Context: an optimization exercise on an open-source flow, tuned for small area, a short achievable clock period and few clock cycles per item. The choices shown serve that exercise and are no tape-out recipe.
The RTL was checked by simulation tests, not by an equivalence proof against the original design.

## fc_layer
module fc_layer #(
    parameter INPUT_SIZE  = 16,
    parameter OUTPUT_SIZE = 8,
    parameter DATA_WIDTH  = 8
)(
    input  logic                          clk,
    input  logic                          reset,
    input  logic                          start,
    output logic                          done,
    input  logic signed [INPUT_SIZE*DATA_WIDTH-1:0]  input_data_flat,
    input  logic signed [OUTPUT_SIZE*INPUT_SIZE*DATA_WIDTH-1:0] weights_flat,
    input  logic signed [OUTPUT_SIZE*DATA_WIDTH-1:0]            bias_flat,
    output logic signed [OUTPUT_SIZE*DATA_WIDTH-1:0] output_data_flat
);
For scale: roughly 5200 cells after synthesis, about 1300 I/O pins.
clock: 10.0 ns
lec_check: 0
cap_margin: 20
core_area: 5 5 435 435
cts_buf_list: sky130_fd_sc_hd__clkbuf_4 sky130_fd_sc_hd__clkbuf_8
die_area: 0 0 440 440
place_density: 0.5
setup_slack_margin: 3.25
slew_margin: 20
synth_hierarchical: 1
synth_minimum_keep_size: 0
standard.sh (not shown) runs the stock make flow with config.mk's settings and CLKGATE_MAP_FILE= SYNTH_SCRIPT=/design/flow/synth_recipe.tcl, a recipe that flattens the netlist after the stock synthesis.
==> flow/flow/run.sh <==
#!/bin/bash
# The standard layout, except that the ports are buffered with sky130_fd_sc_hd__buf_1
# rather than the delay buffer buffer_ports picks by itself.
set -euo pipefail
bash standard.sh "BUFFER_PORTS_ARGS=-buffer_cell sky130_fd_sc_hd__buf_1" finish > run_make.log 2>&1
Testbench counts at the start, summed over its fixed seeds: cycles 1,920, inferences 384.
Rerun with:
- CTS_BUF_LIST: sky130_fd_sc_hd__clkbuf_4 sky130_fd_sc_hd__clkbuf_8 -> unset
- PLACE_DENSITY: 0.5 -> unset
- SETUP_SLACK_MARGIN: 3.25 -> 3.5
- TNS_END_PERCENT: unset -> 20
Global-route usage is higher by 0.58 points. Non-clock buffer count came out higher by 187. Setup slack improves by 320 ps. Core utilization goes up by 4.0 points. Hold slack improved by 10 ps.
Rerun with:
- TNS_END_PERCENT: 20 -> unset
Result: The changed run passed the timing, design-rule and antenna checks. Final cell count shrinks slightly. Worst setup slack loses 14 ps. Clock-buffer cell count grows by 6. Via count shrinks slightly. Wire length shrinks slightly. Final area grows slightly. Synthesized cell count stays the same.
Rerun with:
- ABC_CLOCK_PERIOD_IN_PS: unset -> 4000
- SETUP_SLACK_MARGIN: 3.5 -> 3
What happened:
- die area does not change
- worst setup slack gets worse by 380 ps
- non-clock buffer count goes down by 193
- cell area goes down by about 11%
Rerun with:
- ABC_CLOCK_PERIOD_IN_PS: 4000 -> unset
- SETUP_SLACK_MARGIN: 3 -> 4
=>
- clock skew grows by 27 ps
- core utilization grows by 6.3 points
- via count grows by about 6%
- fmax grows by about 3.4%
- die area does not change


## v55
Starting RTL as in the previous note.
==> flow/design.v (excerpt) <==
module fc_layer #(
    parameter INPUT_SIZE  = 16,
    parameter OUTPUT_SIZE = 8,
    parameter DATA_WIDTH  = 8
)(
    input  logic                          clk,
    input  logic                          reset,
    input  logic                          start,
    output logic                          done,
    input  logic signed [INPUT_SIZE*DATA_WIDTH-1:0]  input_data_flat,
    input  logic signed [OUTPUT_SIZE*INPUT_SIZE*DATA_WIDTH-1:0] weights_flat,
    input  logic signed [OUTPUT_SIZE*DATA_WIDTH-1:0]            bias_flat,
    output logic signed [OUTPUT_SIZE*DATA_WIDTH-1:0] output_data_flat
);
clock: 10.0 ns
lec_check: 0
cap_margin: 20
core_area: 5 5 435 435
cts_buf_list: sky130_fd_sc_hd__clkbuf_4 sky130_fd_sc_hd__clkbuf_8
die_area: 0 0 440 440
setup_slack_margin: 3
slew_margin: 20
synth_hierarchical: 1
synth_minimum_keep_size: 0
Scripts as last shown in full above: flow/flow/run.sh
Testbench counts of v55, summed over its fixed seeds: cycles 1,920, inferences 384.
Modified inputs, v38 compared to v55
# v55
export LEC_CHECK = 0
export CAP_MARGIN = 20
export CORE_AREA = 5 5 435 435
export CTS_BUF_LIST = sky130_fd_sc_hd__clkbuf_4 sky130_fd_sc_hd__clkbuf_8
export DIE_AREA = 0 0 440 440
export SETUP_SLACK_MARGIN = 3
export SLEW_MARGIN = 20
export SYNTH_HIERARCHICAL = 1
export SYNTH_MINIMUM_KEEP_SIZE = 0
create_clock -name core_clock -period 10.0 [get_ports {clk}]
# v38
export LEC_CHECK = 0
export CAP_MARGIN = 20
export CORE_AREA = 5 5 435 435
export DIE_AREA = 0 0 440 440
export SLEW_MARGIN = 20
export SYNTH_HIERARCHICAL = 1
export SYNTH_MINIMUM_KEEP_SIZE = 0
create_clock -name core_clock -period 10.0 [get_ports {clk}]
==> comparison <==
- v38 vs. v55: via-per-instance ratio essentially unchanged, source-to-sink clock delay at the later pin of the worst-skew pair decreased 0.10 ns.
- On v38: register-to-register slack is 0.68 ns lower than what v55 gave.
- Looking only at area added between synthesis and finish, and setting everything else aside, the lower value of v55 and v38 goes to v38.
- v55 reports its worst setup path startpoint as input_data_flat[124] while v38 reports input_data_flat[81].
- v38 completed every stage of the flow, and the final layout passed the timing, design-rule and antenna checks.
- Fraction of area in multi-input gates delta for v38 relative to v55: 0.99 points higher
For v4, these inputs were changed with respect to v38:
# v38
export LEC_CHECK = 0
export CAP_MARGIN = 20
export CORE_AREA = 5 5 435 435
export DIE_AREA = 0 0 440 440
export SLEW_MARGIN = 20
export SYNTH_HIERARCHICAL = 1
export SYNTH_MINIMUM_KEEP_SIZE = 0
create_clock -name core_clock -period 10.0 [get_ports {clk}]
# v4
export LEC_CHECK = 0
export CAP_MARGIN = 20
export CORE_AREA = 5 5 435 435
export DIE_AREA = 0 0 440 440
export SETUP_SLACK_MARGIN = 3
export SLEW_MARGIN = 20
export SYNTH_HIERARCHICAL = 1
export SYNTH_MINIMUM_KEEP_SIZE = 0
export TNS_END_PERCENT = 20
create_clock -name core_clock -period 10.0 [get_ports {clk}]
[summary]
v4 vs. v38: number of global-route vias before repair went up; detailed-route wire length on metal 1 went down by about 0.64%; post-route setup TNS held steady; final-layout fill cell count shrank by about 1.4%; first-iteration detailed-routing DRC count grew by about 6.6%.
[compare] base=v38 new=v4: die outline height barely changed; utilization went up by 1.2 points.


Setup of run A:
Starting RTL as in the previous note.
## fc_layer
module fc_layer #(
    parameter INPUT_SIZE  = 16,
    parameter OUTPUT_SIZE = 8,
    parameter DATA_WIDTH  = 8
)(
    input  logic                          clk,
    input  logic                          reset,
    input  logic                          start,
    output logic                          done,
    input  logic signed [INPUT_SIZE*DATA_WIDTH-1:0]  input_data_flat,
    input  logic signed [OUTPUT_SIZE*INPUT_SIZE*DATA_WIDTH-1:0] weights_flat,
    input  logic signed [OUTPUT_SIZE*DATA_WIDTH-1:0]            bias_flat,
    output logic signed [OUTPUT_SIZE*DATA_WIDTH-1:0] output_data_flat
);
Settings: LEC_CHECK=0, CAP_MARGIN=20, CORE_AREA=5 5 435 435, DIE_AREA=0 0 440 440, SETUP_SLACK_MARGIN=2.5, SLEW_MARGIN=20, SYNTH_HIERARCHICAL=1, SYNTH_MINIMUM_KEEP_SIZE=0; clock period 10.0 ns.
Scripts as last shown in full above: flow/flow/run.sh
Testbench counts of run A, summed over its fixed seeds: cycles 1,920, inferences 384.
Input changes introduced in run B (baseline for comparison: run A):
Settings: SETUP_SLACK_MARGIN changed from 2.5 to 3.25; GPL_ROUTABILITY_DRIVEN newly set to 0.
Results
Measured against run B, the highest fanout seen on the critical path of run A comes out at 1.3 times the reference value.
Run B ended up with a lower worst-margin pin slew than run A did.
Max count of inverters other than clock inverters in the layout across run A and run B: run B
First-pass iteration count of the detailed router (lower): run A
Post-detailed-routing wire length in run B vs run A: up 1.4%
Count of non-filler cells in the finished layout (run B vs. run A) increases by a few percent
In the flow results for run A and run B, the via count is larger on run B.
Layout overhead on the synthesized area was lower in run A than in run B.
As far as total track usage is concerned, run A and run B perform about the same.
Relative to run B, the following input files were edited for run C:
Settings: changing DIE_AREA from 0 0 440 440 to 0 0 460 460; changing CORE_AREA from 5 5 435 435 to 5 5 455 455; changing SETUP_SLACK_MARGIN from 3.25 to 3; removing GPL_ROUTABILITY_DRIVEN (formerly 0).
- [compare] base=run B new=run C: post-route minimum period increased by 0.26 ns relative to the old numbers; setup slack of the critical path after layout decreased 0.26 ns; ratio of routed vias to standard cells went down; wire length has increased.
- Endpoint of the most critical setup path: c_q[2][2] -> run B, c_q[6][5] -> run C
Changes in run D relative to run C:
Settings: CTS_BUF_LIST now sky130_fd_sc_hd__clkbuf_4 sky130_fd_sc_hd__clkbuf_8, previously not set; CORE_AREA now 5 5 435 435, was 5 5 455 455; SETUP_SLACK_MARGIN now 3.25, was 3; DIE_AREA now 0 0 440 440, was 0 0 460 460.
Run D: number of rows in the core area lower than run C
Against run C, run D comes in 0.082 ns lower on slew at the pin with the worst max-slew slack.
Looking at final period demand of the worst path, run D sits 0.33 ns lower than run C does.


fc_layer again, from the RTL that the note above started with.
clock: 10.0 ns
lec_check: 0
cap_margin: 20
core_area: 5 5 435 435
die_area: 0 0 440 440
setup_slack_margin: 3.25
slew_margin: 20
synth_hierarchical: 1
synth_minimum_keep_size: 0
Scripts as last shown in full above: flow/flow/run.sh
The first run completed with no timing, DRC or antenna violations.
Testbench counts at the start, summed over its fixed seeds: cycles 1,920, inferences 384.
Next try:
SETUP_SLACK_MARGIN = 3   (was 3.25)
- final area decreases by 1.5%
- setup slack is worse by 0.24 ns
Next try:
PLACE_DENSITY = 0.75   (was not set)
=>
- The changed run went through all stages and came out clean
- global-route usage rises by 0.41 points
- count of clock-buffer cells in the layout drops by 6
- routed wire length rises slightly
- clock skew rises by 0.018 ns
- synthesized cell count stays the same
- worst hold slack is better by 0.0045 ns
- maximum frequency drops slightly
- area after synthesis is unchanged
Next try:
CTS_BUF_LIST = sky130_fd_sc_hd__clkbuf_4 sky130_fd_sc_hd__clkbuf_8   (was not set)
PLACE_DENSITY = 0.65   (was 0.75)
SETUP_SLACK_MARGIN = 3.25   (was 3)
=> The changed run produced a clean layout; routed wire length is about the same; die area does not change; utilization increases by 0.11 points; count of clock-buffer cells in the layout came out higher by 35; fmax is higher by 3.8%; global-route usage rose by 0.22 points; first-iteration DRC count fell by 16%; setup slack improves by 0.26 ns; via count falls by 1.5%.


Setup of run 1:
fc_layer, a different RTL version from the one above (not shown whole).
Size: roughly 5600 cells after synthesis, about 290 flip-flops, about 1300 I/O pins, roughly 62000 sq um of cells after synthesis.
==> flow/config.mk <==
export PLATFORM = sky130hd
export DESIGN_NAME = fc_layer
export DESIGN_NICKNAME = fc_layer
export VERILOG_FILES = /design/flow/design.v
export SDC_FILE = /design/flow/constraint.sdc
export NUM_CORES = 4
export LEC_CHECK = 0
export CAP_MARGIN = 20
export CORE_AREA = 5 5 435 435
export DIE_AREA = 0 0 440 440
export SETUP_SLACK_MARGIN = 3
export SLEW_MARGIN = 20
export SYNTH_HIERARCHICAL = 1
export SYNTH_MINIMUM_KEEP_SIZE = 0
==> flow/constraint.sdc <==
create_clock -name core_clock -period 10.0 [get_ports {clk}]
set_input_delay 2.0000 -clock core_clock [delete_from_list [all_inputs] [get_ports {clk}]]
set_output_delay 2.0000 -clock core_clock [all_outputs]
set_load 0.01 [all_outputs]
run.sh (not shown) runs the stock make flow with config.mk's settings and CLKGATE_MAP_FILE= SYNTH_SCRIPT=/design/flow/synth_recipe.tcl, a recipe that flattens the netlist after the stock synthesis.
Stock flow here: none of the scripts above is used.
Testbench counts of run 1, summed over its fixed seeds: cycles 1,920, inferences 384.
The inputs of run 2 differ from those of run 1 as listed below.
Settings: clearing SETUP_SLACK_MARGIN, which used to be 3.
- Run 2 went all the way through synthesis, placement and routing and the layout is clean on timing, DRC and antenna.
- Compare run 2 and run 1 | number of setup buffers added after CTS lower: run 2
- From run 1 to run 2 the numbers moved as follows: average wire length per cell after detail routing went down about 8%; post-route minimum period now larger.
- [compare] base=run 1 new=run 2: DRC violation count after routing comparable, number of DRC violations after detailed-routing iteration 0 saw a decrease, area growth from synthesis to layout went down 20 points.
Input-level comparison between run 3 and run 2:
==> flow/flow/run.sh (new file) <==
#!/bin/bash
# The standard layout, except that the ports are buffered with sky130_fd_sc_hd__buf_1
# rather than the delay buffer buffer_ports picks by itself.
set -euo pipefail
bash standard.sh "BUFFER_PORTS_ARGS=-buffer_cell sky130_fd_sc_hd__buf_1" finish > run_make.log 2>&1
==> flow/standard.sh (new file) <==
#!/bin/bash
# synth_recipe.tcl (not shown) runs the flow's synth.tcl, then flattens the netlist and writes it again
# the make line also repeats each setting of config.mk as NAME=value (left out here)
make -C /OpenROAD-flow-scripts/flow DESIGN_CONFIG=/design/flow/config.mk WORK_HOME=/design/flow/orfs CLKGATE_MAP_FILE= SYNTH_SCRIPT=/design/flow/synth_recipe.tcl "${@:-finish}"
removed: flow/run.sh
## What came out
- Changes observed in run 3 relative to run 2: clock tree buffer count of the final layout up about 8%; total via count in the routed design up 0.93%.
- | hold slack | run 2 vs run 3 | ≈ equal |
- Between run 2 and run 3, wire length is lower for run 3, run 2 comes in above that.

==> port drivers added, routing unchanged <==
No port has a modelled driver above. Below, the same layouts with a new extraction and two added sets of constraints.
Step 1: set_driving_cell puts a clkbuf_16 on clk and a buf_2 on each other input, an assumption about the parent block.
Step 2 times the ports against the registers' clock, not the clock port: input delays grow and output delays shrink by t, the midpoint of the rising clock arrivals with the driver on.
Slacks: ideal ports / drivers / drivers and shift; pairs: ideal ports / drivers.
run	shift t [ns]	setup slack, ns	worst hold slack (ns)	worst register clock-pin slew, ns	worst slew at a driven data input, ns
the first run of note 1	0.893	3.039 / 3.107 / 2.214	0.437 / 0.437 / 0.437	0.09 / 0.09	0.30
the second run of note 1	0.766	3.361 / 3.432 / 2.666	0.447 / 0.447 / 0.447	0.07 / 0.07	0.27
the third run of note 1	0.756	3.347 / 3.373 / 2.616	0.450 / 0.450 / 0.450	0.07 / 0.07	0.27
the fourth run of note 1	0.758	2.964 / 3.033 / 2.275	0.447 / 0.447 / 0.447	0.07 / 0.07	0.27
the fifth run of note 1	0.754	3.197 / 3.229 / 2.475	0.450 / 0.450 / 0.450	0.07 / 0.07	0.36
v55	0.866	2.909 / 2.975 / 2.109	0.440 / 0.440 / 0.440	0.08 / 0.08	0.28
v38	0.774	2.073 / 2.139 / 1.364	0.453 / 0.453 / 0.453	0.07 / 0.07	0.31
v4	0.758	2.964 / 3.033 / 2.275	0.447 / 0.447 / 0.447	0.07 / 0.07	0.27
run A	0.734	2.450 / 2.511 / 1.777	0.430 / 0.430 / 0.430	0.08 / 0.08	0.29
run B	0.727	3.115 / 3.181 / 2.454	0.444 / 0.444 / 0.444	0.07 / 0.07	0.31
run C	0.766	2.859 / 2.930 / 2.164	0.451 / 0.451 / 0.451	0.07 / 0.07	0.31
run D	0.887	3.193 / 3.232 / 2.345	0.451 / 0.451 / 0.451	0.08 / 0.08	0.29
the first run of note 4	0.768	3.204 / 3.186 / 2.417	0.450 / 0.450 / 0.450	0.09 / 0.09	0.30
the second run of note 4	0.758	2.964 / 3.033 / 2.275	0.447 / 0.447 / 0.447	0.07 / 0.07	0.27
the third run of note 4	0.734	2.843 / 2.908 / 2.174	0.451 / 0.451 / 0.451	0.08 / 0.08	0.39
the fourth run of note 4	0.853	3.102 / 3.138 / 2.285	0.448 / 0.448 / 0.448	0.07 / 0.07	0.26
run 1	0.770	2.719 / 2.772 / 2.003	0.447 / 0.447 / 0.447	0.07 / 0.07	0.34
run 2	0.762	1.566 / 1.634 / 0.872	0.437 / 0.437 / 0.437	0.07 / 0.07	0.31
run 3	0.752	1.771 / 1.841 / 1.090	0.435 / 0.435 / 0.435	0.08 / 0.08	0.41
After both steps every run listed still meets setup and hold. For run D, which loses most, drivers alone change the setup slack by +0.039 ns; drivers and shift together by -0.848 ns.
